Source: an optimization exercise on an open RTL-to-GDS flow (aim: small area). Production flows keep margins and buffers that such runs may drop.
Function was checked by simulation only, so behaviour that the tests miss may differ from the original.
Power figures rest on the tool's default switching activity, not on a simulated workload.

--- design.v ---
`timescale 1ns / 10ps
module ahb_usb #(
) (
    input clk, n_rst,
    input logic hsel,
    input logic [3:0] haddr,
    input logic [2:0] hsize,
    input logic [1:0] htrans,
    input logic hwrite,
    input logic [2:0] hburst,
    input logic [31:0] hwdata,
    output logic hready,
    output logic [31:0] hrdata,
    output logic hresp,
    input logic dp_in,
    input logic dm_in,
    output logic dp_out,
    output logic dm_out,
    output logic d_mode
);
    logic [2:0] RX_packet, TX_packet;
    logic RX_data_ready, RX_transfer_active, RX_error;
    logic [6:0] buffer_occupancy;
    logic [7:0] RX_data, TX_data;
    logic clear_done, get_RX_data, store_TX_data, clear, TX_error, TX_transfer_active, packet_done;
    logic flush, store_RX_packet_data, get_TX_packet_data;
    logic [7:0] RX_packet_data, TX_packet_data;
    logic last_store_TX_data, last_store_RX_data;
    logic tx_in_wait;
    logic [6:0] waddr, raddr, hw;
    logic [63:0][7:0] mem, mem_d;
    logic clear_flag, any_store, wr, rd;
    logic [7:0] wval, nwval, rdata;
    assign clear_flag = clear | flush;
    assign clear_done = clear_flag;
    assign last_store_TX_data = tx_in_wait;
    assign any_store = last_store_TX_data | last_store_RX_data;
    assign wr = (clear_flag | any_store) & ~waddr[6];
    assign wval = clear_flag ? 8'h00 : (last_store_RX_data ? RX_packet_data : TX_data);
    assign nwval = ~wval;
    logic eq_rw, at_hw;
    assign eq_rw = (raddr == waddr);
    assign at_hw = (waddr == hw);
    assign rd = ~eq_rw & (get_TX_packet_data | get_RX_data);
    always_ff @(posedge clk, negedge n_rst) begin
        if (~n_rst) begin
            last_store_RX_data <= 0;
            waddr <= 0;
            raddr <= 0;
            hw <= 0;
        end else begin
            last_store_RX_data <= store_RX_packet_data;
            if (clear_flag) waddr <= 0;
            else if (any_store & ~waddr[6]) waddr <= waddr + 1;
            if (clear_flag) raddr <= 0;
            else if (rd) raddr <= raddr + 1;
            if (wr && at_hw) hw <= hw + 1;
        end
    end
    logic [63:0] we;
    always_comb
        for (int i = 0; i < 64; i++) we[i] = wr & (waddr[5:0] == i[5:0]);
    logic [63:0] nwe;
    assign nwe = ~we;
    genvar gi, gb;
    generate
        for (gi = 0; gi < 64; gi++) begin : g_byte
            for (gb = 0; gb < 8; gb++) begin : g_bit
                logic hold_n;
                db_nand2 u_h (.a(mem[gi][gb]), .b(nwe[gi]), .y(hold_n));
                db_o21ai u_d (.a1(nwval[gb]), .a2(nwe[gi]), .b1(hold_n), .y(mem_d[gi][gb]));
            end
        end
    endgenerate
    always_ff @(posedge clk)
        mem <= mem_d;
    logic rvalid;
    logic [7:0] rs_lo, rs_hi;
    logic [63:0] rsel;
    assign rvalid = ~(eq_rw & at_hw);
    always_comb begin
        for (int i = 0; i < 8; i++) begin
            rs_lo[i] = (raddr[2:0] == i[2:0]);
            rs_hi[i] = (raddr[5:3] == i[2:0]) & rvalid;
        end
        for (int i = 0; i < 64; i++) rsel[i] = rs_lo[i % 8] & rs_hi[i / 8];
    end
    generate
        for (gb = 0; gb < 8; gb++) begin : g_rd
            logic [21:0] t_n;
            logic [5:0] u;
            logic [2:0] v_n;
            for (gi = 0; gi < 21; gi++) begin : g_t
                db_a222oi u_t (.a1(rsel[3*gi]), .a2(mem[3*gi][gb]),
                               .b1(rsel[3*gi+1]), .b2(mem[3*gi+1][gb]),
                               .c1(rsel[3*gi+2]), .c2(mem[3*gi+2][gb]), .y(t_n[gi]));
            end
            db_nand2 u_t21 (.a(rsel[63]), .b(mem[63][gb]), .y(t_n[21]));
            for (gi = 0; gi < 5; gi++) begin : g_u
                db_nand4 u_u (.a(t_n[4*gi]), .b(t_n[4*gi+1]), .c(t_n[4*gi+2]), .d(t_n[4*gi+3]), .y(u[gi]));
            end
            db_nand2 u_u5 (.a(t_n[20]), .b(t_n[21]), .y(u[5]));
            db_nor2 u_v0 (.a(u[0]), .b(u[1]), .y(v_n[0]));
            db_nor2 u_v1 (.a(u[2]), .b(u[3]), .y(v_n[1]));
            db_nor2 u_v2 (.a(u[4]), .b(u[5]), .y(v_n[2]));
            db_nand3 u_w (.a(v_n[0]), .b(v_n[1]), .c(v_n[2]), .y(rdata[gb]));
        end
    endgenerate
    assign RX_data = get_RX_data ? rdata : 8'h00;
    assign TX_packet_data = (~get_RX_data & get_TX_packet_data) ? rdata : 8'h00;
    assign buffer_occupancy = waddr - raddr;
    if (1) begin : g_ahb
    logic act;
    assign act = hsel & htrans[1];
    logic l_wr, l_t1;
    logic [3:0] l_addr;
    logic [1:0] l_sz;
    logic r_wr, r_t1;
    logic [3:0] r_addr;
    logic [1:0] hr_state, next_hr_state;
    logic [31:0] dbr;
    logic [7:0] tx_ctl, flush_ctl;
    logic tx_busy, tx_wait;
    logic [1:0] tx_n, tx_hs;
    localparam logic [1:0] RX_IDLE = 2'd0, RX_WRDY = 2'd1, RX_ADDR = 2'd2, RX_WADDR = 2'd3;
    logic [1:0] rx_st, rx_n, rx_hs;
    logic error, stall, raw, tx_ready, rx_ready, tx_cont, rx_cont, tx_stall;
    logic r_error, w_error;
    assign hresp = hr_state[1];
    assign raw = act & ~hwrite & r_wr & (r_addr == haddr);
    assign hready = ~hr_state[0] & ~raw;
    assign d_mode = TX_transfer_active;
    assign TX_packet = tx_ctl[2:0];
    assign clear = flush_ctl[0];
    assign tx_ready = act & hwrite & (haddr[3:2] == 2'b00);
    assign rx_ready = act & ~hwrite & (haddr[3:2] == 2'b00);
    assign tx_cont = ~tx_n[0] ? ((tx_hs == 2'd1) || (tx_hs == 2'd2)) : (~tx_n[1] & (tx_hs == 2'd2));
    assign rx_cont = ~rx_n[0] ? ((rx_hs == 2'd1) || (rx_hs == 2'd2)) : (~rx_n[1] & (rx_hs == 2'd2));
    assign tx_stall = tx_busy ? (~tx_wait | tx_cont) : tx_ready;
    always_comb begin
        case (rx_st)
            RX_IDLE: stall = rx_ready | tx_stall;
            RX_WADDR: stall = rx_cont;
            default: stall = 1'b1;
        endcase
    end
    always_comb begin
        case (hsize)
            3'd0: r_error = ~((haddr <= 4'h8) || (haddr == 4'hC) || (haddr == 4'hD));
            3'd1: r_error = ~((haddr == 4'h0) || (haddr == 4'h2) || (haddr == 4'h4) || (haddr == 4'h6) || (haddr == 4'h8) || (haddr == 4'hC) || (haddr == 4'hD));
            3'd2: r_error = ~((haddr == 4'h0) || (haddr == 4'h4) || (haddr == 4'h6) || (haddr == 4'h8) || (haddr == 4'hC) || (haddr == 4'hD));
            default: r_error = 1'b0;
        endcase
        case (hsize)
            3'd0: w_error = ~((haddr[3:2] == 2'b00) || (haddr == 4'hC) || (haddr == 4'hD));
            3'd1: w_error = ~((haddr == 4'h0) || (haddr == 4'h2) || (haddr == 4'hC) || (haddr == 4'hD));
            3'd2: w_error = ~((haddr == 4'h0) || (haddr == 4'hC) || (haddr == 4'hD));
            default: w_error = 1'b0;
        endcase
    end
    assign error = act & ~hresp & (hwrite ? w_error : r_error);
    always_comb begin
        if (hr_state == 2'b11) next_hr_state = 2'b10;
        else if (error) next_hr_state = 2'b11;
        else if (stall) next_hr_state = 2'b01;
        else next_hr_state = 2'b00;
    end
    logic we;
    logic [3:0] lane_we;
    logic tx_we, flush_we;
    assign we = hsel & r_t1 & l_wr;
    always_comb begin
        lane_we = 4'b0000;
        tx_we = 1'b0;
        flush_we = 1'b0;
        case (l_sz)
            2'd0: begin
                if (l_addr[3:2] == 2'b00) lane_we[l_addr[1:0]] = 1'b1;
                tx_we = (l_addr == 4'hC);
                flush_we = (l_addr == 4'hD);
            end
            2'd1: begin
                if (l_addr == 4'h0) lane_we = 4'b0011;
                if (l_addr == 4'h2) lane_we = 4'b1100;
                tx_we = (l_addr == 4'hC);
                flush_we = (l_addr == 4'hC) || (l_addr == 4'hD);
            end
            2'd2: begin
                if (l_addr == 4'h0) lane_we = 4'b1111;
                tx_we = (l_addr == 4'hC);
                flush_we = (l_addr == 4'hC) || (l_addr == 4'hD);
            end
            default: ;
        endcase
    end
    always_ff @(posedge clk, negedge n_rst) begin
        if (~n_rst) begin
            l_wr <= 0;
            l_t1 <= 0;
            l_addr <= 0;
            l_sz <= 0;
            r_wr <= 0;
            r_t1 <= 0;
            r_addr <= 0;
            hr_state <= 2'b00;
            dbr <= 0;
            tx_ctl <= 0;
            flush_ctl <= 0;
            tx_busy <= 0;
            tx_wait <= 0;
            tx_n <= 0;
            tx_hs <= 0;
            rx_st <= RX_IDLE;
            rx_n <= 0;
            rx_hs <= 0;
        end else begin
            if (hready) begin
                l_wr <= hwrite;
                l_t1 <= htrans[1];
                l_addr <= haddr;
                l_sz <= (hsize[2] | (hsize[1] & hsize[0])) ? 2'd3 : hsize[1:0];
            end
            r_wr <= hwrite;
            r_t1 <= htrans[1];
            r_addr <= haddr;
            hr_state <= next_hr_state;
            for (int k = 0; k < 4; k++) begin
                if (rx_st == RX_ADDR && rx_n == k[1:0]) dbr[8*k +: 8] <= RX_data;
                else if (we & lane_we[k]) dbr[8*k +: 8] <= hwdata[8*k +: 8];
            end
            if (packet_done) tx_ctl <= 0;
            else if (we & tx_we) tx_ctl <= hwdata[7:0];
            if (clear_done) flush_ctl <= 0;
            else if (we & flush_we) flush_ctl <= hwdata[15:8];
            if (!tx_busy) begin
                tx_hs <= hsize[1:0];
                tx_n <= haddr[1:0];
                tx_wait <= 1'b0;
                tx_busy <= tx_ready & ~hresp;
            end else if (!tx_wait) begin
                tx_wait <= 1'b1;
            end else begin
                tx_wait <= 1'b0;
                tx_n <= tx_n + 2'd1;
                tx_busy <= tx_cont;
            end
            case (rx_st)
                RX_IDLE: begin
                    rx_hs <= hsize[1:0];
                    if (rx_ready & ~hresp) rx_st <= RX_WRDY;
                end
                RX_WRDY: begin
                    rx_n <= l_addr[1:0];
                    if (RX_data_ready) rx_st <= (l_addr[3:2] == 2'b00) ? RX_ADDR : RX_IDLE;
                end
                RX_ADDR: rx_st <= RX_WADDR;
                default: begin
                    rx_n <= rx_n + 2'd1;
                    rx_st <= rx_cont ? RX_ADDR : RX_IDLE;
                end
            endcase
        end
    end
    assign store_TX_data = tx_busy & ~tx_wait;
    assign tx_in_wait = tx_busy & tx_wait;
    assign get_RX_data = (rx_st == RX_ADDR);
    assign TX_data = dbr[8*tx_n +: 8];
    logic [15:0] status_reg, error_reg;
    assign status_reg = {7'b0, TX_transfer_active, RX_transfer_active, 3'b0, RX_packet, RX_data_ready};
    assign error_reg = {7'b0, TX_error, 7'b0, RX_error};
    always_comb begin
        hrdata = 32'h0;
        if (hsel && l_t1 && ~hresp && ~l_wr) begin
            case (l_sz)
                2'd0: begin
                    case (l_addr)
                        4'h0: hrdata[7:0] = dbr[7:0];
                        4'h1: hrdata[15:8] = dbr[15:8];
                        4'h2: hrdata[23:16] = dbr[23:16];
                        4'h3: hrdata[31:24] = dbr[31:24];
                        4'h4: hrdata[7:0] = status_reg[7:0];
                        4'h5: hrdata[15:8] = status_reg[15:8];
                        4'h6: hrdata[23:16] = error_reg[7:0];
                        4'h7: hrdata[31:24] = error_reg[15:8];
                        4'h8: hrdata[7:0] = {1'b0, buffer_occupancy};
                        4'hC: hrdata[7:0] = tx_ctl;
                        4'hD: hrdata[15:8] = flush_ctl;
                        default: ;
                    endcase
                end
                2'd1: begin
                    case (l_addr)
                        4'h0: hrdata[15:0] = dbr[15:0];
                        4'h2: hrdata[31:16] = dbr[31:16];
                        4'h4: hrdata[15:0] = status_reg;
                        4'h6: hrdata[31:16] = error_reg;
                        4'h8: hrdata[7:0] = {1'b0, buffer_occupancy};
                        4'hC: hrdata[15:0] = {flush_ctl, tx_ctl};
                        4'hD: hrdata[15:8] = flush_ctl;
                        default: ;
                    endcase
                end
                2'd2: begin
                    case (l_addr)
                        4'h0: hrdata = dbr;
                        4'h4: hrdata[15:0] = status_reg;
                        4'h6: hrdata[31:16] = error_reg;
                        4'h8: hrdata[7:0] = {1'b0, buffer_occupancy};
                        4'hC: hrdata[15:0] = {flush_ctl, tx_ctl};
                        4'hD: hrdata[15:8] = flush_ctl;
                        default: ;
                    endcase
                end
                default: ;
            endcase
        end
    end
    end
    logic [7:0] encoded_TX_packet_data, pidbyte;
    logic c8bit_rollover_flag, tx_clk_div, tx_clear, counter_clear, bit_counter_en;
    logic en_clk_div_tx;
    always_comb begin
        case (TX_packet)
            1 : pidbyte = 8'b11010111;
            2 : pidbyte = 8'b00100111;
            3 : pidbyte = 8'b11001001;
            4 : pidbyte = 8'b00111001;
            5 : pidbyte = 8'b01000001;
            default: pidbyte = 8'h01;
        endcase
    end
    assign en_clk_div_tx = (TX_packet < 6) && (TX_packet != 0);
    assign TX_error = (TX_packet > 5);
    logic [3:0] tx_bitc;
    always_ff @(posedge clk, negedge n_rst) begin
        if (~n_rst) tx_bitc <= 0;
        else if (counter_clear) tx_bitc <= 0;
        else if (bit_counter_en) tx_bitc <= (tx_bitc == 4'd8) ? 4'd1 : tx_bitc + 4'd1;
    end
    assign c8bit_rollover_flag = (tx_bitc == 4'd8);
    logic [3:0] tx_c8;
    logic [1:0] tx_c3;
    logic tx_cnt_en, tx_c8f, tx_c3f;
    assign tx_c8f = (tx_c8 == 4'd8);
    assign tx_c3f = (tx_c3 == 2'd3);
    always_ff @(posedge clk, negedge n_rst) begin
        if (~n_rst) begin
            tx_c8 <= 0;
            tx_c3 <= 0;
            tx_cnt_en <= 0;
        end else begin
            if (tx_clear) tx_c8 <= 0;
            else if (tx_cnt_en) tx_c8 <= tx_c8f ? 4'd1 : tx_c8 + 4'd1;
            if (tx_clear) tx_c3 <= 0;
            else if (tx_c8f) tx_c3 <= tx_c3f ? 2'd1 : tx_c3 + 2'd1;
            tx_cnt_en <= en_clk_div_tx & (~tx_cnt_en | ~(tx_c8f & tx_c3f));
        end
    end
    assign tx_clk_div = ((tx_c8f & ~tx_c3f) | ~tx_cnt_en) & en_clk_div_tx & (tx_c8 != 4'd0);
    assign encoded_TX_packet_data[7] = TX_packet_data[7];
    always_comb
        for (int i = 6; i >= 0; i--)
            encoded_TX_packet_data[i] = TX_packet_data[i] ? encoded_TX_packet_data[i+1] : ~encoded_TX_packet_data[i+1];
    if (1) begin : g_txf
        logic  clk_div;
        assign clk_div = tx_clk_div;
        logic [2:0] tx_packet;
        assign tx_packet = TX_packet;
        logic  buff_empty;
        assign buff_empty = eq_rw;
        logic [7:0] encoded_tx_packet_data;
        assign encoded_tx_packet_data = encoded_TX_packet_data;
        logic  get_tx_packet_data;
        assign get_TX_packet_data = get_tx_packet_data;
        logic  tx_transfer_active;
        assign TX_transfer_active = tx_transfer_active;
        logic  clear;
        assign tx_clear = clear;
        logic  DP_OUT;
        assign dp_out = DP_OUT;
        logic  DM_OUT;
        assign dm_out = DM_OUT;
    logic [7:0] syncbyte, crcbyte1, crcbyte2, parallel_in;
    logic shift_enable, load_enable;
    logic serial_out;
    logic serial_out_dp, serial_out_sr;
    assign syncbyte = 8'b01010100;
    assign crcbyte1 = 8'b00010001;
    assign crcbyte2 = 8'b00100010;
        localparam logic [4:0] IDLE = 5'd0;
    localparam logic [4:0] LoadSYNC = 5'd1;
    localparam logic [4:0] ShiftSYNC = 5'd2;
    localparam logic [4:0] SYNCWait = 5'd3;
    localparam logic [4:0] LoadPID = 5'd4;
    localparam logic [4:0] PIDWait = 5'd5;
    localparam logic [4:0] ShiftPID = 5'd6;
    localparam logic [4:0] LoadCRC1 = 5'd7;
    localparam logic [4:0] CRC1Wait = 5'd8;
    localparam logic [4:0] ShiftCRC1 = 5'd9;
    localparam logic [4:0] LoadCRC2 = 5'd10;
    localparam logic [4:0] CRC2Wait = 5'd11;
    localparam logic [4:0] ShiftCRC2 = 5'd12;
    localparam logic [4:0] LoadDATA = 5'd13;
    localparam logic [4:0] DATAWait = 5'd14;
    localparam logic [4:0] ShiftDATA = 5'd15;
    localparam logic [4:0] LoadEOP = 5'd16;
    localparam logic [4:0] ShiftEOP = 5'd17;
    localparam logic [4:0] EOPWait = 5'd18;
    localparam logic [4:0] PacketDone = 5'd19;
    logic [4:0] state, n_state;
    always_ff @( posedge clk, negedge n_rst ) begin
        if (n_rst == 0) begin
            state <= IDLE;
        end
        else begin
            state <= n_state;
        end
    end
    always_comb begin : Transition
        case (state)
            IDLE : begin
                if ((tx_packet > 0) && (tx_packet < 6)) begin
                    n_state = LoadSYNC;
                end
                else begin
                    n_state = IDLE;
                end
            end
            LoadSYNC : begin
                n_state = SYNCWait;
            end
            ShiftSYNC : begin
                n_state = SYNCWait;
            end
            SYNCWait : begin
                if ((clk_div == 1) && (c8bit_rollover_flag != 1)) begin
                    n_state = ShiftSYNC;
                end
                else if (((clk_div == 1) && (c8bit_rollover_flag == 1))) begin
                    n_state = LoadPID;
                end
                else begin
                    n_state = SYNCWait;
                end
            end
            LoadPID : begin
                n_state = PIDWait;
            end
            ShiftPID : begin
                    n_state = PIDWait;
            end
            PIDWait : begin
                if ((clk_div == 1) && (c8bit_rollover_flag != 1)) begin
                    n_state = ShiftPID;
                end
                else if ((clk_div == 1) && (c8bit_rollover_flag == 1) && ((tx_packet == 1) || (tx_packet == 2)) ) begin
                    n_state = LoadDATA;
                end
                else if ((clk_div == 1) && (c8bit_rollover_flag == 1))begin
                    n_state = LoadCRC1;
                end
                else begin
                    n_state = PIDWait;
                end
            end
            LoadDATA : begin
                n_state = DATAWait;
            end
            ShiftDATA : begin
                n_state = DATAWait;
            end
            DATAWait : begin
                if ((clk_div == 1) && (c8bit_rollover_flag != 1)) begin
                    n_state = ShiftDATA;
                end
                else if ((clk_div == 1) && (c8bit_rollover_flag == 1) && (!buff_empty)) begin
                    n_state = LoadDATA;
                end
                else if ((clk_div == 1) && (c8bit_rollover_flag == 1) && (buff_empty))begin
                    n_state = LoadCRC1;
                end
                else begin
                    n_state = DATAWait;
                end
            end
            LoadCRC1 : begin
                n_state = CRC1Wait;
            end
            ShiftCRC1 : begin
                n_state = CRC1Wait;
            end
            CRC1Wait : begin
                if ((clk_div == 1) && (c8bit_rollover_flag != 1)) begin
                    n_state = ShiftCRC1;
                end
                else if ((clk_div == 1) && (c8bit_rollover_flag == 1)) begin
                    n_state = LoadCRC2;
                end
                else begin
                    n_state = CRC1Wait;
                end
            end
            LoadCRC2 : begin
                n_state = CRC2Wait;
            end
            ShiftCRC2 : begin
                n_state = CRC2Wait;
            end
            CRC2Wait : begin
                if ((clk_div == 1) && (c8bit_rollover_flag != 1)) begin
                    n_state = ShiftCRC2;
                end
                else if ((clk_div == 1) && (c8bit_rollover_flag == 1)) begin
                    n_state = LoadEOP;
                end
                else begin
                    n_state = CRC2Wait;
                end
            end
            LoadEOP : begin
                if (clk_div == 1) begin
                    n_state = ShiftEOP;
                end
                else begin
                    n_state = state;
                end
            end
            ShiftEOP : n_state = EOPWait;
            EOPWait : begin
                if (clk_div == 1) begin
                    n_state = PacketDone;
                end
                else begin
                    n_state = state;
                end
            end
            PacketDone : n_state = IDLE;
            default: n_state = IDLE;
        endcase
    end
    always_comb begin : Output
        parallel_in = '0;
        serial_out_dp = 0;
        case (state)
            IDLE : begin
                clear = 0;
                counter_clear = 1;
                tx_transfer_active = 0;
                packet_done = 0;
                shift_enable = 0;
                load_enable = 1;
                bit_counter_en = 0;
                parallel_in = 8'h80;
                get_tx_packet_data = 0;
            end
            LoadSYNC : begin
                clear = 0;
                counter_clear = 0;
                tx_transfer_active = 1;
                packet_done = 0;
                shift_enable = 1;
                load_enable = 1;
                bit_counter_en = 0;
                parallel_in = syncbyte;  
                get_tx_packet_data = 0;
            end
            ShiftSYNC : begin
                clear = 0;
                counter_clear = 0;
                tx_transfer_active = 1;
                packet_done = 0;
                shift_enable = 1;
                load_enable = 0;
                bit_counter_en = 1;
                get_tx_packet_data = 0;
            end
            SYNCWait : begin
                clear = 0;
                counter_clear = 0;
                tx_transfer_active = 1;
                packet_done = 0;
                shift_enable = 0;
                load_enable = 0;
                bit_counter_en = 0;
                get_tx_packet_data = 0;
            end
            LoadPID : begin
                clear = 0;
                counter_clear = 1;
                tx_transfer_active = 1;
                packet_done = 0;
                shift_enable = 1;
                load_enable = 1;
                bit_counter_en = 0;
                parallel_in = pidbyte;
                get_tx_packet_data = 0;
            end
            PIDWait : begin
                clear = 0;
                counter_clear = 0;
                tx_transfer_active = 1;
                packet_done = 0;
                shift_enable = 0;
                load_enable = 0;
                bit_counter_en = 0;
                get_tx_packet_data = 0;
            end
            ShiftPID : begin
                clear = 0;
                counter_clear = 0;
                tx_transfer_active = 1;
                packet_done = 0;
                shift_enable = 1;
                load_enable = 0;
                bit_counter_en = 1;
                get_tx_packet_data = 0;
            end
            LoadDATA : begin
                clear = 0;
                counter_clear = 1;
                tx_transfer_active = 1;
                packet_done = 0;
                shift_enable = 1;
                load_enable = 1;
                bit_counter_en = 0;
                parallel_in = encoded_tx_packet_data;
                get_tx_packet_data = 1;
            end
            DATAWait : begin
                clear = 0;
                counter_clear = 0;
                tx_transfer_active = 1;
                packet_done = 0;
                shift_enable = 0;
                load_enable = 0;
                bit_counter_en = 0;
                get_tx_packet_data = 0;
            end
            ShiftDATA : begin
                clear = 0;
                counter_clear = 0;
                tx_transfer_active = 1;
                packet_done = 0;
                shift_enable = 1;
                load_enable = 0;
                bit_counter_en = 1;
                get_tx_packet_data = 0;
            end
            LoadCRC1 : begin
                clear = 0;
                counter_clear = 1;
                tx_transfer_active = 1;
                packet_done = 0;
                shift_enable = 1;
                load_enable = 1;
                bit_counter_en = 0;
                parallel_in = crcbyte1;
                get_tx_packet_data = 0;
            end
            CRC1Wait : begin
                clear = 0;
                counter_clear = 0;
                tx_transfer_active = 1;
                packet_done = 0;
                shift_enable = 0;
                load_enable = 0;
                bit_counter_en = 0;
                get_tx_packet_data = 0;
            end
            ShiftCRC1 : begin
                clear = 0;
                counter_clear = 0;
                tx_transfer_active = 1;
                packet_done = 0;
                shift_enable = 1;
                load_enable = 0;
                bit_counter_en = 1;
                get_tx_packet_data = 0;
            end
            LoadCRC2 : begin
                clear = 0;
                counter_clear = 1;
                tx_transfer_active = 1;
                packet_done = 0;
                shift_enable = 1;
                load_enable = 1;
                bit_counter_en = 1;
                parallel_in = crcbyte2;
                get_tx_packet_data = 0;
            end
            CRC2Wait : begin
                clear = 0;
                counter_clear = 0;
                tx_transfer_active = 1;
                packet_done = 0;
                shift_enable = 0;
                load_enable = 0;
                bit_counter_en = 0;
                get_tx_packet_data = 0;
            end
            ShiftCRC2 : begin
                clear = 0;
                counter_clear = 0;
                tx_transfer_active = 1;
                packet_done = 0;
                shift_enable = 1;
                load_enable = 0;
                bit_counter_en = 1;
                get_tx_packet_data = 0;
            end
            LoadEOP : begin
                clear = 0;
                counter_clear = 1;
                tx_transfer_active = 1;
                packet_done = 0;
                shift_enable = 1;
                load_enable = 1;
                bit_counter_en = 0;
                get_tx_packet_data = 0;
            end
            ShiftEOP : begin
                clear = 0;
                counter_clear = 0;
                tx_transfer_active = 1;
                packet_done = 0;
                shift_enable = 1;
                load_enable = 0;
                bit_counter_en = 1;
                get_tx_packet_data = 0;
            end
            EOPWait : begin
                clear = 0;
                counter_clear = 0;
                tx_transfer_active = 1;
                packet_done = 0;
                shift_enable = 0;
                load_enable = 0;
                bit_counter_en = 0;
                get_tx_packet_data = 0;
            end
            PacketDone : begin
                clear = 1;
                counter_clear = 1;
                tx_transfer_active = 0;
                packet_done = 1;
                shift_enable = 0;
                load_enable = 1;
                bit_counter_en = 0;
                get_tx_packet_data = 0;
                parallel_in = 8'h80;
                serial_out_dp = 1;
            end
            default: begin
                clear = 1;
                counter_clear = 1;
                tx_transfer_active = 0;
                packet_done = 0;
                shift_enable = 0;
                load_enable = 1;
                bit_counter_en = 0;
                get_tx_packet_data = 0;
            end
        endcase
    end
    logic [7:0] sr;
    always_ff @( posedge clk, negedge n_rst ) begin
        if (!n_rst)
            sr <= 8'hFF;
        else if (load_enable)
            sr <= parallel_in;
        else if (shift_enable)
            sr <= {sr[6:0], 1'b0};
    end
    assign serial_out_sr = sr[7];
    assign serial_out = serial_out_sr || serial_out_dp;
    assign DP_OUT = serial_out;
    always_comb begin
        if ((state == LoadEOP) || (state == ShiftEOP) || (state == EOPWait)) begin
            DM_OUT = 0;
        end
        else begin
            DM_OUT = ~serial_out;
        end
    end
    end
    logic dp_s1, dp_s, dm_s1, dm_s;
    always_ff @(posedge clk, negedge n_rst) begin
        if (~n_rst) begin
            dp_s1 <= 1'b1;
            dp_s <= 1'b1;
            dm_s1 <= 1'b0;
            dm_s <= 1'b0;
        end else begin
            dp_s1 <= dp_in;
            dp_s <= dp_s1;
            dm_s1 <= dm_in;
            dm_s <= dm_s1;
        end
    end
    logic rx_clk_div, d_edge, d_orig, eop, eop_error;
    logic rx_clear, en_clk_div_rx, shift_in, clear_clk, store_packet, shift_enable, count_en;
    logic NRZI_en, clear_4clk, clk_4_en, addr_check, addr_right, addr_wrong;
    logic rollover_flag_3, byte_strobe, readjust, clear_diff_count;
    logic [7:0] packet_data;
    logic [1:0] eop_count;
    logic prev_dp, prev_dm, se0p;
    assign se0p = ~prev_dp & ~prev_dm;
    always_ff @(posedge clk, negedge n_rst) begin
        if (~n_rst) begin
            eop_count <= 0;
            prev_dm <= 0;
            prev_dp <= 1;
        end else if (rx_clear) begin
            eop_count <= 0;
        end else if (rx_clk_div) begin
            eop_count <= se0p ? eop_count + 2'd1 : 2'd0;
            prev_dm <= dm_s;
            prev_dp <= dp_s;
        end
    end
    assign eop = (eop_count == 2'd2) & ~se0p;
    assign eop_error = ((eop_count == 2'd1) & ~se0p) | ((eop_count == 2'd2) & se0p);
    logic [3:0] rx_c8;
    logic [1:0] rx_c3;
    logic rx_cnt_en, rx_c8f, rx_c3f, en_cd_rx;
    assign rx_c8f = (rx_c8 == 4'd8);
    assign rx_c3f = (rx_c3 == 2'd3);
    assign en_cd_rx = en_clk_div_rx & ~readjust;
    always_ff @(posedge clk, negedge n_rst) begin
        if (~n_rst) begin
            rx_c8 <= 0;
            rx_c3 <= 0;
            rx_cnt_en <= 0;
        end else begin
            if (clear_clk) rx_c8 <= 0;
            else if (rx_cnt_en) rx_c8 <= rx_c8f ? 4'd1 : rx_c8 + 4'd1;
            if (clear_clk) rx_c3 <= 0;
            else if (rx_c8f) rx_c3 <= rx_c3f ? 2'd1 : rx_c3 + 2'd1;
            rx_cnt_en <= en_cd_rx & (~rx_cnt_en | ~(rx_c8f & rx_c3f));
        end
    end
    assign rx_clk_div = ((rx_c8f & ~rx_c3f) | ~rx_cnt_en) & en_cd_rx & (rx_c8 != 4'd0) & ~clear_diff_count;
    logic dp_prev;
    always_ff @(posedge clk, negedge n_rst) begin
        if (~n_rst) dp_prev <= 1'b1;
        else if (NRZI_en) dp_prev <= dp_s;
    end
    assign d_orig = ~(dp_s ^ dp_prev);
    assign d_edge = dp_s ^ dp_prev;
    always_ff @(posedge clk, negedge n_rst) begin
        if (~n_rst) packet_data <= 8'hFF;
        else if (shift_enable) packet_data <= {d_orig, packet_data[7:1]};
    end
    logic [15:0] data_register;
    logic [3:0] next_pid;
    logic [2:0] rx_packet_r;
    assign next_pid = shift_in ? packet_data[3:0] : data_register[11:8];
    always_ff @(posedge clk, negedge n_rst) begin
        if (~n_rst) begin
            data_register <= 16'b0;
            rx_packet_r <= 3'b0;
        end else begin
            if (shift_in) data_register <= {packet_data, data_register[15:8]};
            if (store_packet) begin
                case (next_pid)
                    4'b0001: rx_packet_r <= 3'b001;  
                    4'b1001: rx_packet_r <= 3'b010;  
                    4'b0010: rx_packet_r <= 3'b011;  
                    4'b0011: rx_packet_r <= 3'b100;  
                    4'b1011: rx_packet_r <= 3'b101;  
                    default: rx_packet_r <= 3'b000;
                endcase
            end
        end
    end
    assign RX_packet = rx_packet_r;
    assign RX_packet_data = data_register[7:0];
    assign addr_right = addr_check & (data_register[10:0] == 11'b10111010101);
    assign addr_wrong = addr_check & (data_register[10:0] != 11'b10111010101);
    logic [3:0] byte_cnt;
    logic [1:0] four_cnt;
    logic [5:0] div_cnt;
    always_ff @(posedge clk, negedge n_rst) begin
        if (~n_rst) begin
            byte_cnt <= 0;
            four_cnt <= 0;
            div_cnt <= 0;
            clear_diff_count <= 0;
        end else begin
            if (rx_clear) byte_cnt <= 0;
            else if (count_en) byte_cnt <= byte_strobe ? 4'd1 : byte_cnt + 4'd1;
            if (clear_4clk) four_cnt <= 0;
            else if (clk_4_en) four_cnt <= rollover_flag_3 ? 2'd1 : four_cnt + 2'd1;
            if (clear_diff_count) div_cnt <= 0;
            else if (rx_clk_div) div_cnt <= readjust ? 6'd1 : div_cnt + 6'd1;
            clear_diff_count <= readjust;
        end
    end
    assign byte_strobe = (byte_cnt == 4'd8);
    assign rollover_flag_3 = (four_cnt == 2'd2);
    assign readjust = (div_cnt == 6'd45);
    if (1) begin : g_rxc
        logic  clk_div;
        assign clk_div = rx_clk_div;
        logic  buffer_full;
        assign buffer_full = waddr[6] & (raddr == 7'd0);
        logic  rx_error;
        assign RX_error = rx_error;
        logic  rx_dr;
        assign RX_data_ready = rx_dr;
        logic  rx_busy;
        assign RX_transfer_active = rx_busy;
        logic  store_rx_data;
        assign store_RX_packet_data = store_rx_data;
        logic  en_clk_div;
        assign en_clk_div_rx = en_clk_div;
        logic  clear;
        assign rx_clear = clear;
        logic  shift_en;
        assign shift_enable = shift_en;
localparam logic crc_right = 1'b1, crc_wrong = 1'b0, bitstuff_error = 1'b0;
logic store_data, crc_check, send_packet, EOP_en;
    localparam logic [5:0] IDLE = 6'd0;
    localparam logic [5:0] START = 6'd1;
    localparam logic [5:0] SAMPLE = 6'd2;
    localparam logic [5:0] SYNC_WAIT = 6'd3;
    localparam logic [5:0] SYNC = 6'd4;
    localparam logic [5:0] PID_WAIT = 6'd5;
    localparam logic [5:0] PID = 6'd6;
    localparam logic [5:0] FLUSH = 6'd7;
    localparam logic [5:0] FLUSH_WAIT = 6'd8;
    localparam logic [5:0] START_SHIFT = 6'd9;
    localparam logic [5:0] DATA_WAIT = 6'd10;
    localparam logic [5:0] DATA_WAIT2 = 6'd11;
    localparam logic [5:0] DATA_SHIFT = 6'd12;
    localparam logic [5:0] STORE_DATA = 6'd13;
    localparam logic [5:0] DATA_CRC = 6'd14;
    localparam logic [5:0] CRC_WAIT = 6'd15;
    localparam logic [5:0] DATA_EOP = 6'd16;
    localparam logic [5:0] DATA_IDLE = 6'd17;
    localparam logic [5:0] DATA_ERROR = 6'd18;
    localparam logic [5:0] TOKEN_SHIFT = 6'd19;
    localparam logic [5:0] TOKEN_WAIT1 = 6'd20;
    localparam logic [5:0] TOKEN_WAIT2 = 6'd21;
    localparam logic [5:0] TOKEN_WAIT3 = 6'd22;
    localparam logic [5:0] TOKEN_DATA1 = 6'd23;
    localparam logic [5:0] TOKEN_DATA2 = 6'd24;
    localparam logic [5:0] TOKEN_ADDR_WAIT = 6'd25;
    localparam logic [5:0] TOKEN_ADDR = 6'd26;
    localparam logic [5:0] TOKEN_CRC = 6'd27;
    localparam logic [5:0] TOKEN_CRC_WAIT = 6'd28;
    localparam logic [5:0] TOKEN_EOP = 6'd29;
    localparam logic [5:0] ACK_SHIFT = 6'd30;
    localparam logic [5:0] ACK_WAIT = 6'd31;
    localparam logic [5:0] ACK_SEND = 6'd32;
    localparam logic [5:0] EIDLE = 6'd33;
    localparam logic [5:0] EOP_CHECK = 6'd34;
    logic [5:0] state, next_state;
always_ff @(posedge clk, negedge n_rst) begin
    if(~n_rst) begin
        state <= IDLE;
    end
    else begin
        state <= next_state;
    end
end
always_comb begin
    next_state = state;
    case(state)
    IDLE: next_state = eop ? EIDLE : d_edge ? START : IDLE ; 
    START: next_state = eop ? EIDLE : rollover_flag_3 ? SAMPLE : START;
    SAMPLE: next_state = eop? EIDLE : SYNC_WAIT;
    SYNC_WAIT: next_state = eop ? EIDLE : byte_strobe ? SYNC : SYNC_WAIT ; 
    SYNC: next_state = eop ? EIDLE: (packet_data == 8'h80) ? PID_WAIT : EIDLE ;
    PID_WAIT: next_state = eop  ? EIDLE : byte_strobe? PID : PID_WAIT;
    PID: begin
        if(eop)
            next_state = EIDLE;
        case(packet_data)
        8'b11100001, 8'b01101001: next_state = TOKEN_SHIFT;  
        8'b11000011, 8'b01001011: next_state = FLUSH;  
        8'b11010010: next_state = ACK_SHIFT;  
        default: next_state = EIDLE;
        endcase
    end
    FLUSH: next_state = (eop ||bitstuff_error) ? EIDLE : FLUSH_WAIT; 
    FLUSH_WAIT: next_state = (eop ||bitstuff_error) ? EIDLE : byte_strobe ? START_SHIFT : FLUSH_WAIT;
    START_SHIFT: next_state = (eop || bitstuff_error) ? EIDLE : byte_strobe ? DATA_WAIT : START_SHIFT;
    DATA_WAIT: next_state = (eop_error ||bitstuff_error) ? EIDLE : eop ? DATA_CRC : byte_strobe ? DATA_SHIFT : DATA_WAIT;
    DATA_SHIFT: next_state = (eop_error || bitstuff_error || buffer_full) ? DATA_ERROR : eop ? DATA_CRC : DATA_WAIT2;
    DATA_WAIT2: next_state = (eop_error || bitstuff_error) ? DATA_ERROR : eop ? DATA_CRC : byte_strobe ? STORE_DATA : DATA_WAIT2;
    STORE_DATA: next_state = (eop_error || bitstuff_error || buffer_full) ? DATA_ERROR : eop ? DATA_CRC : DATA_SHIFT;
    DATA_ERROR: next_state = EIDLE;
    DATA_CRC: next_state = eop_error ? DATA_ERROR : CRC_WAIT;
    CRC_WAIT: next_state = crc_wrong ? EIDLE : crc_right ? DATA_EOP : CRC_WAIT; 
    DATA_EOP: next_state = DATA_IDLE; 
    DATA_IDLE : next_state = d_edge ? START : DATA_IDLE;
    TOKEN_SHIFT: next_state =  (eop || bitstuff_error) ? EIDLE : TOKEN_WAIT1;
    TOKEN_WAIT1:next_state = (eop || bitstuff_error) ? EIDLE : byte_strobe ? TOKEN_DATA1 : TOKEN_WAIT1;
    TOKEN_DATA1: next_state = (eop|| bitstuff_error) ? EIDLE : TOKEN_WAIT2;
    TOKEN_WAIT2: next_state = (eop || bitstuff_error) ? EIDLE : byte_strobe ? TOKEN_DATA2 : TOKEN_WAIT2;
    TOKEN_DATA2: next_state = (eop || bitstuff_error) ? EIDLE : TOKEN_WAIT3;
    TOKEN_WAIT3: next_state = (eop_error || bitstuff_error || addr_wrong) ? EIDLE : eop ? TOKEN_ADDR_WAIT : TOKEN_WAIT3;
    TOKEN_ADDR_WAIT: next_state = (eop_error) ? EIDLE : TOKEN_ADDR;
    TOKEN_ADDR: next_state = (eop_error || addr_wrong) ? EIDLE : addr_right ?  TOKEN_CRC : TOKEN_ADDR;
    TOKEN_CRC: next_state = TOKEN_CRC_WAIT;
    TOKEN_CRC_WAIT: next_state = (crc_wrong || eop_error || bitstuff_error) ? EIDLE : crc_right ? TOKEN_EOP : TOKEN_CRC_WAIT;
    TOKEN_EOP: next_state = IDLE;
    ACK_SHIFT: next_state = (eop_error ||bitstuff_error) ? EIDLE: ACK_WAIT;
    ACK_WAIT: next_state = (eop_error ||bitstuff_error) ? EIDLE: eop? ACK_SEND : ACK_WAIT;
    ACK_SEND: next_state = EOP_CHECK;
    EOP_CHECK: next_state = eop_error ? EIDLE : eop? EOP_CHECK : IDLE;
    EIDLE: next_state = d_edge ? START : EIDLE;
    default: next_state = IDLE;
    endcase
end
always_comb begin
    flush = 0;
    rx_error = 0; 
    rx_dr = 0;
    rx_busy = 1;
    store_rx_data = 0;
    store_data = 0;
    crc_check = 0;
    send_packet = 0;
    shift_in = 0;
    clear = 0;
    en_clk_div = 1;
    store_packet = 0;
    addr_check = 0;
    shift_en = ((clk_div == 1) || (rollover_flag_3 == 1 ));
    NRZI_en = ((clk_div == 1)) || (rollover_flag_3 == 1);
    count_en = ((clk_div == 1)) || (rollover_flag_3 == 1);
    EOP_en = clk_div;
    clear_clk = 0;
    clk_4_en = 0;
    clear_4clk = 0;
    case(state)
    IDLE: begin
        en_clk_div = 0;
        rx_busy = 0;
        clear = 1;
        clear_4clk = 1;
        send_packet = 1;
        shift_en = 0;
        count_en = 0;
        clear_clk = 1;
    end
    START: begin
        en_clk_div = 0;
        clk_4_en = 1;
    end
    SAMPLE: begin
        en_clk_div = 1;
        clear_4clk = 1;
    end
    SYNC_WAIT: begin
        en_clk_div = 1;
    end
    SYNC: begin
        en_clk_div = 1;
        clear = 1;    
    end
    PID_WAIT: begin
        en_clk_div = 1; 
    end
    PID: begin  
        en_clk_div = 1;
        clear = 1;
    end
    FLUSH: begin
        flush = 1;
        shift_in  = 1;
        en_clk_div = 1;        
    end
    FLUSH_WAIT: begin
        flush = 0;
        shift_in = 0;
        store_packet = 1;
    end
    START_SHIFT: begin
        en_clk_div = 1;
        shift_in = 1;
        store_data = 0;
        clear = 1;
    end
    DATA_WAIT: begin 
        en_clk_div = 1;
        shift_in = 0;
    end
    DATA_SHIFT: begin
        en_clk_div = 1;
        store_data = 0;
        shift_in = 1;
        clear = 1;
    end
    DATA_WAIT2: begin 
        en_clk_div = 1;
        shift_in = 0;
    end
    STORE_DATA: begin
        en_clk_div = 1;
        store_data = 1;
        shift_in  = 0;
        store_rx_data = 1;
        clear = 1;
    end
    DATA_ERROR: begin
        rx_error = 1;
        flush = 1;  
        clear = 1;
    end
    DATA_CRC: begin
        en_clk_div = 1;
        store_data = 0;
        crc_check = 1;
        shift_in = 0;
        store_data = 0; 
    end
    CRC_WAIT: begin
        en_clk_div = 1;
        crc_check = 0;
    end
    DATA_EOP: begin
        en_clk_div = 1;
        rx_dr = 1;  
        clear = 1;
    end
    DATA_IDLE: begin
        rx_dr = 1;
        rx_busy = 0;
        clear = 1;
        send_packet = 1;
        clear_clk = 1;
        clear_4clk = 1;
        en_clk_div = 0;
    end
    TOKEN_SHIFT:begin
        en_clk_div = 1;
        shift_in = 1;
        store_packet  = 1;
        clear = 1;
    end
    TOKEN_WAIT1:begin
        en_clk_div = 1;
        shift_in = 0;
    end
    TOKEN_DATA1: begin
        en_clk_div = 1;
        shift_in= 1;
        clear = 1;
    end
    TOKEN_WAIT2:begin
        en_clk_div = 1;
        shift_in = 0;
    end
    TOKEN_DATA2: begin
        en_clk_div = 1;
        shift_in= 1;
        clear = 1;
    end
    TOKEN_WAIT3:begin
        en_clk_div = 1;
        shift_in = 0;
    end
    TOKEN_ADDR_WAIT: begin
        en_clk_div = 1;
        addr_check = 1;
    end
    TOKEN_ADDR: begin
        en_clk_div = 1;
        addr_check = 1;
    end
    TOKEN_CRC: begin
        en_clk_div = 1;
        crc_check = 1;
    end
    TOKEN_CRC_WAIT: begin 
        en_clk_div = 1;
        crc_check = 0;
    end
    TOKEN_EOP: begin
        send_packet = 1;
        clear = 1;
    end
    ACK_SHIFT: begin
        shift_in = 1; 
    end
    ACK_WAIT: begin
        store_packet = 1;
    end
    ACK_SEND: begin
        send_packet = 1;
    end
    EOP_CHECK: begin
        clear = 1;
    end
    EIDLE: begin
        rx_error = 1;
        rx_busy = 0;  
        clear = 1;
        clear_clk = 1;
        clear_4clk = 1;
        en_clk_div = 0;
    end
    endcase
end
    end
endmodule
module db_nor2 (input logic a, b, output logic y);
    assign y = ~(a | b);
endmodule
module db_nand2 (input logic a, b, output logic y);
    assign y = ~(a & b);
endmodule
module db_nand3 (input logic a, b, c, output logic y);
    assign y = ~(a & b & c);
endmodule
module db_nand4 (input logic a, b, c, d, output logic y);
    assign y = ~(a & b & c & d);
endmodule
module db_o21ai (input logic a1, a2, b1, output logic y);
    assign y = ~((a1 | a2) & b1);
endmodule
module db_a222oi (input logic a1, a2, b1, b2, c1, c2, output logic y);
    assign y = ~((a1 & a2) | (b1 & b2) | (c1 & c2));
endmodule
--- flow/run.sh ---
#!/bin/bash
# Standard ORFS layout (the standard.sh, standard synthesis unchanged) with
# two layout-only knobs:
#  - buffer the ports with the smallest buffer
#  - clock tree: clkbuf_8 drives the sink clusters, clkbuf_16 above them,
#    no dummy loads
set -euo pipefail
export BUFFER_PORTS_ARGS="-buffer_cell sky130_fd_sc_hd__buf_1"
export CTS_ARGS="-sink_clustering_enable -repair_clock_nets -sink_clustering_size 18 -sink_clustering_max_diameter 50 -buf_list {sky130_fd_sc_hd__clkbuf_8 sky130_fd_sc_hd__clkbuf_16} -sink_clustering_buffer sky130_fd_sc_hd__clkbuf_8 -root_buf sky130_fd_sc_hd__clkbuf_16 -dont_use_dummy_load"
bash standard.sh > standard.log 2>&1
--- standard.sh ---
#!/bin/bash
# synth_recipe.tcl (not shown) runs the flow's synth.tcl, then flattens the netlist and writes it again
# the make line also repeats each setting of config.mk as NAME=value (left out here)
make -C /OpenROAD-flow-scripts/flow DESIGN_CONFIG=/design/flow/config.mk WORK_HOME=/design/flow/orfs CLKGATE_MAP_FILE= SYNTH_SCRIPT=/design/flow/synth_recipe.tcl "${@:-finish}"
--- config.mk ---
export PLATFORM = sky130hd
export DESIGN_NAME = ahb_usb
export DESIGN_NICKNAME = ahb_usb
export VERILOG_FILES = /design/flow/design.v
export SDC_FILE = /design/flow/constraint.sdc
export NUM_CORES = 4
export LEC_CHECK = 0
export CAP_MARGIN = 20
export CORE_MARGIN = 2
export CORE_UTILIZATION = 80
export SLEW_MARGIN = 20
export SYNTH_HIERARCHICAL = 1
--- constraint.sdc ---
create_clock -name core_clock -period 10.0 [get_ports {clk}]
set_input_delay 2.0000 -clock core_clock [delete_from_list [all_inputs] [get_ports {clk}]]
set_output_delay 2.0000 -clock core_clock [all_outputs]
set_load 0.01 [all_outputs]
==> results of run 1 <==
[through the flow]
| step | cell area [um^2] | hold slack (ps) | worst slack, ps |
|---|---|---|---|
| 6_report | 31100 | 358 | 3230 |
| 5_1_grt | 31100 | 365 | 3420 |
| 4_1_cts | 31000 | 362 | 3890 |
| 3_5_place_dp | 30300 | 339 | 4200 |
| 3_3_place_gp | 30300 | 338 | 4240 |
| 2_1_floorplan | 29600 | 331 | 4970 |
[sequential cells by signal, indices dropped and copies added, names as in the netlist, 8 cells and up]
name / flops
mem: 512
g_ahb.dbr: 32
data_register: 16
g_ahb.flush_ctl: 8
g_ahb.tx_ctl: 8
g_txf.sr: 8
packet_data: 8
[per-layer routing]
layer	global-route usage (%)	part of all wire (%)	routed length (um)
met4	30.5	7.7	6790
met1	56.8	36	31700
met3	12.3	12	10900
met2	70.2	44	39100
met5	0	0	0
[power by group through the flow]
stage	Combinational [mW]	Sequential [mW]	Clock (mW)
after global placement	2.61	3.54	0
after global routing	3.08	3.59	1.45
final	2.92	3.55	1.36
after detailed placement	2.76	3.58	0
after CTS	2.79	3.52	1.34
after floorplan	1.94	3.35	0
[per-module statistics from Yosys (local to each module, per instance)]
module / copies in the design / flops+latches / cells
db_nor2: 24 / 0 / 1
db_nand2: 528 / 0 / 1
db_o21ai: 512 / 0 / 1
ahb_usb: 1 / 696 / 2038
db_nand4: 40 / 0 / 1
db_a222oi: 168 / 0 / 1
db_nand3: 8 / 0 / 1
[cells in the final DEF (no fill, tap or decap), types with 9 or more instances in the layout]
cell / n
mux2_2: 40
nand4_1: 53
nand2b_1: 32
nand3_1: 43
a222oi_1: 169
dfxtp_1: 512
a31oi_1: 11
nand2_1: 721
a22oi_1: 14
o21ai_1: 515
mux4_2: 10
dfstp_2: 20
mux2i_1: 63
a21oi_1: 89
o22ai_1: 13
ha_1: 49
dfrtp_1: 164
nor2b_1: 23
and2_1: 28
o21ai_0: 98
buf_4: 18
nor3_1: 25
xor2_1: 21
xnor2_1: 25
buf_1: 81
inv_1: 52
nor2_1: 256
clkbuf_8: 45
nor4_1: 9
and3_1: 12
a211oi_1: 15
[kinds of logic after synthesis]
family	Yosys count	synth area share, %
simple gates	1259	18.3
buf+inv	139	1.82
mux	113	4.42
flops	696	50.3
fa+ha+maj	50	2.14
xor+xnor	48	1.52
compound gates	1013	21.5
[path summary, 6_finish.rpt]
check | startpoint | to | cells past startpoint
hold / removal | dm_s1 | dm_s | 0
setup reg to reg | raddr[5] | g_txf.sr[0] | 19
hold reg to reg | dm_s1 | dm_s | 0
min in group asynchronous | n_rst | rx_c8[3] | 1
max in group asynchronous | n_rst | g_ahb.tx_ctl[1] | 2
setup / recovery | raddr[5] | g_txf.sr[0] | 19
[cell type report]
cell class | count | share of cell area, %
flip-flops and latches | 696 | 47.9
multi-input cells | 2483 | 45.7
clock buffers | 50 | 2.40
well taps | 468 | 1.88
repair buffers | 101 | 1.47
inverters | 53 | 0.640
==> metrics.cfg, run 1 <==
[power_and_ir_drop]
power_mw = 7.83
pwr_density_cell_nw_per_um2 = 252
clkPwrFrac_pct = 17.4
p_sw_share_pct = 43.4
leakage_nw = 11.5
peakVddDrop_v = 0.000437
sequentialPowerShare_pct = 45.3
net-switching-power_mw = 3.40
comb_power_share_pct = 37.3
intPower_mw = 4.43

[floorplanning]
row_count = 70
die_area_um2 = 38500
initial_core_util_pct = 81.0
die_y_um = 196
pin_count = 87
core_um2 = 36500
fp.dieW_um = 196

[layout]
multi_input_area_um2 = 14200
antenna_cells = 0
fin_cells = 3851
layout.nets = 3485
final.fill_count = 2065
drive_gt1_share_pct = 5.00
area_growth_pct = 5.12
register_area_um2 = 14900
final_util_pct = 85.1

[synth]
yosys.cell_count.top_type = nand2_1
synth_nets = 3418
syn_area_um2 = 29600
syn_area_per_cell_um2 = 8.91
synthCells = 3318
synth_seq_cells = 696
ys.flop_type = dfxtp_1
synth.top_cell.area_share_pct = 34.7
async_flop_share_pct = 26.4
ys_types = 80
ys_seq_area_share_pct = 50.3
synthTopCellsByArea = dfxtp_1 (35%), dfrtp_1 (14%), nand2_1 (9.3%)
synth-edff-count = 0
ys.warnings.count = 7
synth_commonest_cells = nand2_1 (729), o21ai_1 (515), dfxtp_1 (512), nor2_1 (256), a222oi_1 (169)
yosys.area.top_type = dfxtp_1

[place]
place_inst = 3801
gp_congestion = 0.985
dp_hpwl_mm = 58.9
io_buffers = 82

[timing]
post-route-min-period_ps = 6770
fin_crit_sh_pct = 67.7
hold_viol = 0
worstMarginPinSlew_ps = 1140
fmax_ghz = 0.148
max-slew-margin-rel_pct = 23.9
finalSetupViolCount = 0
rsz0062_at_grt = no
setup_tns_ps = 0
slew_viol_final = 0
finClkSkew_ps = 72.6

[cts]
htree_levels = 2
clk_pin_slew_ps = 100
cts_tree = built
cts.repair.resized = 0
clk-insertion-delay-late_ps = 620
cts_setup_buffers = 0
cts.sinks = 696
cts_hold_buffers = 0
cts_buffers = 50
cts_root_buffer = clkbuf_16
clk_path_buf_depth = 3

[critical_path]
crit_type = reg -> reg
crit_path_end_kind = register
critPathBufInv = 1
critPathTopFamily = simple AND/OR/NAND/NOR gates
cp_max_fo = 8
critPathArrivalTime_ps = 7200
max_stage_delay_ps = 590
rrSetupSlack_ps = 3230
crit_path_cell_trace = inv_1 -> ha_1 -> nand2_1 -> or3_1 -> nor2_1 -> nor2_1 -> nand2_1 -> nor2_1 -> a222oi_1 -> nand4_1 -> nor2_1 -> nand3_1 -> xor3_1 -> xnor3_1 -> xor2_1 -> xnor2_1 -> xnor2_1 -> o21ai_0 -> o311ai_0
worstPathRequired_ps = 10430
crit_top_cell = nor2_1
start_kind = register
critPathSlowestCell = xor3_1

[route]
ant_nets = 0
route.detailed.drc = 0
vias_per_cell = 7.13
post_drt_wl_per_cell_um = 23.0
first_iter_violations = 4306
dr.pass1.iters = 12
via_count = 27449
totalWireLength_mm = 88.5

[grt]
grt_max_degree = 84
antenna_found_initial = 0
overflow = 0
grt_pass1_vias = 26073
grt_first_pass_wirelength_mm = 139
grt.total_usage_pct = 45.6

[run]
drv_cap = 0

[worst_hold_path]
hold_path.class = reg -> reg

[status]
status = complete, no violations

==> inputs of run 2 (changes only) <==
--- a/config.mk
+++ b/config.mk
@@ -8,5 +8,5 @@
 export CAP_MARGIN = 20
 export CORE_MARGIN = 2
-export CORE_UTILIZATION = 80
+export CORE_UTILIZATION = 85
 export SLEW_MARGIN = 20
 export SYNTH_HIERARCHICAL = 1
==> metrics.cfg, run 2 <==
[run]
drv_cap = 0  ; unchanged

[cts]
cts.sinks = 696  ; unchanged
cts_root_buffer = clkbuf_16  ; unchanged
htree_levels = 2  ; unchanged
clk-insertion-delay-late_ps = 610  ; was 620 ps
cts_hold_buffers = 0  ; unchanged
clk_pin_slew_ps = 110  ; was 100 ps
clk_path_buf_depth = 3  ; unchanged
cts_tree = built  ; unchanged
cts_setup_buffers = 0  ; unchanged
cts_buffers = 50  ; unchanged
cts.repair.resized = 0  ; unchanged

[power_and_ir_drop]
peakVddDrop_v = 0.000310  ; was 0.000437 V
leakage_nw = 11.5  ; about the same
pwr_density_cell_nw_per_um2 = 255  ; was 252 nW/um^2

[critical_path]
crit_path_cell_trace = inv_1 -> ha_1 -> nand2_1 -> or3_1 -> nor2_1 -> nor2_1 -> nand2_1 -> nor2_1 -> a222oi_1 -> nand4_1 -> nor2_1 -> nand3_1 -> xor3_1 -> xnor3_1 -> xor2_1 -> xnor2_1 -> xnor2_1 -> o21ai_0 -> o311ai_0  ; unchanged
start_kind = register  ; unchanged
max_stage_delay_ps = 640  ; was 590 ps
crit_path_end_kind = register  ; unchanged
crit_top_cell = nor2_1  ; unchanged
crit_type = reg -> reg  ; unchanged
cp_max_fo = 8  ; unchanged
critPathArrivalTime_ps = 7160  ; was 7200 ps
worstPathRequired_ps = 10490  ; was 10430 ps
critPathSlowestCell = a222oi_1  ; was xor3_1

[status]
status = complete, no violations  ; unchanged

[floorplanning]
pin_count = 87  ; unchanged
initial_core_util_pct = 86.0  ; was 81.0%
row_count = 68  ; was 70
die_area_um2 = 36300  ; was 38500 um^2
core_um2 = 34400  ; was 36500 um^2
die_y_um = 191  ; was 196 um
fp.dieW_um = 191  ; was 196 um

[timing]
setup_tns_ps = 0  ; unchanged
worstMarginPinSlew_ps = 1190  ; was 1140 ps
finalSetupViolCount = 0  ; unchanged
max-slew-margin-rel_pct = 19.8  ; was 23.9%
slew_viol_final = 0  ; unchanged
hold_viol = 0  ; unchanged
whs_ps = 363  ; was 358 ps
post-route-min-period_ps = 6680  ; was 6770 ps
rsz0062_at_grt = no  ; unchanged
fin_crit_sh_pct = 66.8  ; was 67.7%
finClkSkew_ps = 63.6  ; was 72.6 ps
fmax_ghz = 0.150  ; was 0.148 GHz

[route]
first_iter_violations = 5738  ; was 4306
post_drt_wl_per_cell_um = 24.1  ; was 23.0 um
via_count = 28457  ; was 27.4k
totalWireLength_mm = 92.5  ; was 88.5 mm
dr.pass1.iters = 14  ; was 12
ant_nets = 0  ; unchanged
vias_per_cell = 7.41  ; was 7.13
route.detailed.drc = 0  ; unchanged

[grt]
grt.total_usage_pct = 50.7  ; was 45.6%
grt_max_degree = 68  ; was 84
antenna_found_initial = 3  ; was 0
grt_pass1_vias = 27188  ; was 26.1k
overflow = 0  ; unchanged
grt_first_pass_wirelength_mm = 144  ; was 139 mm

[synth]
ys.warnings.count = 7  ; unchanged
syn_area_per_cell_um2 = 8.91  ; unchanged
synth_commonest_cells = nand2_1 (729), o21ai_1 (515), dfxtp_1 (512), nor2_1 (256), a222oi_1 (169)  ; unchanged
synthTopCellsByArea = dfxtp_1 (35%), dfrtp_1 (14%), nand2_1 (9.3%)  ; unchanged
synth-edff-count = 0  ; unchanged
synthCells = 3318  ; unchanged
synth.top_cell.area_share_pct = 34.7  ; unchanged
ys_types = 80  ; unchanged
synth_nets = 3418  ; unchanged
syn_area_um2 = 29600  ; unchanged
yosys.area.top_type = dfxtp_1  ; unchanged
synth_seq_cells = 696  ; unchanged
ys.flop_type = dfxtp_1  ; unchanged
yosys.cell_count.top_type = nand2_1  ; unchanged
async_flop_share_pct = 26.4  ; unchanged
ys_seq_area_share_pct = 50.3  ; unchanged

[place]
gp_congestion = 1.08  ; was 0.985
io_buffers = 82  ; unchanged
dp_hpwl_mm = 59.7  ; was 58.9 mm

[worst_hold_path]
hold_path.class = reg -> reg  ; unchanged

[layout]
largest_reg_flops = 512  ; unchanged
top_regs = mem x512, g_ahb.dbr x32, data_register x16  ; unchanged
antenna_cells = 0  ; unchanged
final_util_pct = 90.3  ; was 85.1%
regMostFlops = mem  ; unchanged
area_growth_pct = 4.98  ; was 5.12%
register_area_um2 = 14900  ; unchanged
final_cell_mix = nand2_1 (721), o21ai_1 (514), dfxtp_1 (512)  ; was nand2_1 (721), o21ai_1 (515), dfxtp_1 (512)
final_common_cell = nand2_1  ; unchanged
final.fill_count = 1556  ; was 2065
drive_gt1_share_pct = 4.91  ; was 5.00%
multi_input_area_um2 = 14200  ; about the same
layout.nets = 3486  ; was 3485

==> run 2: critical path, delay by kind of cell, from the launching register on <==
kind	cells	cell delay, ps
compound gates	3	1050
xor+xnor	5	1480
fa+ha+maj	1	390
buf+inv	1	230
flops	1	550
simple gates	9	2850
==> run 2: routing by layer <==
metal / wire length, um / GRT usage, %
met3: 13400 / 15.6
met2: 40800 / 77.3
met4: 7840 / 36.6
met1: 30400 / 61.3
met5: 24 / 0
==> run 2: through the flow <==
step | instances | setup slack [ps] | instance area, um^2 | total power, mW
2_1_floorplan | 3318 | 4970 | 29600 | 5.29
3_3_place_gp | 3788 | 4280 | 30300 | 6.12
3_5_place_dp | 3789 | 4030 | 30300 | 6.34
4_1_cts | 3839 | 3890 | 31000 | 7.67
5_1_grt | 3839 | 3250 | 31000 | 8.15
6_report | 3839 | 3320 | 31000 | 7.92
==> run 2: path summary, 6_finish.rpt <==
path | from | to | slack [ps] | depth (start not counted)
min in group asynchronous | n_rst | data_register[9] | 1560 | 1
min | dp_s1 | dp_s | 360 | 0
min reg2reg | dp_s1 | dp_s | 360 | 0
max in group asynchronous | n_rst | g_ahb.l_addr[0] | 7010 | 2
max | raddr[5] | g_txf.sr[0] | 3320 | 19
max reg2reg | raddr[5] | g_txf.sr[0] | 3320 | 19
==> run 2: cells by family (layout without fill, tap and decap cells) <==
| family | after synthesis | in the layout | share of synthesized area (%) |
|---|---|---|---|
| and+or+nand+nor | 1259 | 1259 | 18.3 |
| AOI/OAI and AO/OA | 1013 | 1013 | 21.5 |
| DFF | 696 | 696 | 50.3 |
| buffers and inverters | 139 | 205 | 1.82 |
| muxes | 113 | 113 | 4.42 |
| adders and majority gates | 50 | 50 | 2.14 |
| xor gates and xnor gates | 48 | 48 | 1.52 |
==> run 2: layout make-up <==
class,instances,share of cell area [%]
clock buffer,50,2.40
inverter,53,0.641
multi-input combinational,2483,45.7
sequential,696,47.9
tap,455,1.83
timing repair buffer,102,1.48
==> run 2: Yosys stat by module (local to each module, per instance) <==
module | cells | area, um^2 | flops+latches
db_nor2 | 1 | 3.75 | 0
db_a222oi | 1 | 10.0 | 0
db_o21ai | 1 | 5.00 | 0
db_nand2 | 1 | 3.75 | 0
db_nand3 | 1 | 5.00 | 0
db_nand4 | 1 | 6.26 | 0
ahb_usb | 2038 | 23000 | 696
==> run 2: power by group <==
| part | total (mW) | leakage, nW | internal (mW) | switching, mW |
|---|---|---|---|---|
| clock | 1.37 | 0.385 | 0.498 | 0.868 |
| combinational | 2.99 | 4.68 | 0.815 | 2.17 |
| sequential | 3.56 | 6.43 | 3.11 | 0.451 |
| total | 7.92 | 11.5 | 4.43 | 3.49 |

==> afterwards: timing with drivers on the ports <==
No port has a modelled driver above. Below, the same layouts with a new extraction and two added sets of constraints.
Step 1: set_driving_cell puts a clkbuf_16 on clk and a buf_2 on each other input, an assumption about the parent block.
Step 2, shift: input delay + t, output delay - t, t = (earliest + latest rising clock arrival at the registers) / 2. This alone moves slack from input paths to output paths.
a / b / c = ideal ports / drivers / drivers and shift; a / b = the first two.
run	shift t [ns]	slack for setup (ns)	hold slack, ns	worst setup path at the end	worst slew at a driven data input, ns
run 1	0.637	3.234 / 3.234 / 3.234	0.358 / 0.358 / 0.358	register to register	0.09
run 2	0.633	3.324 / 3.324 / 3.324	0.363 / 0.363 / 0.363	register to register	0.06
After both steps setup and hold are still met in every run listed.
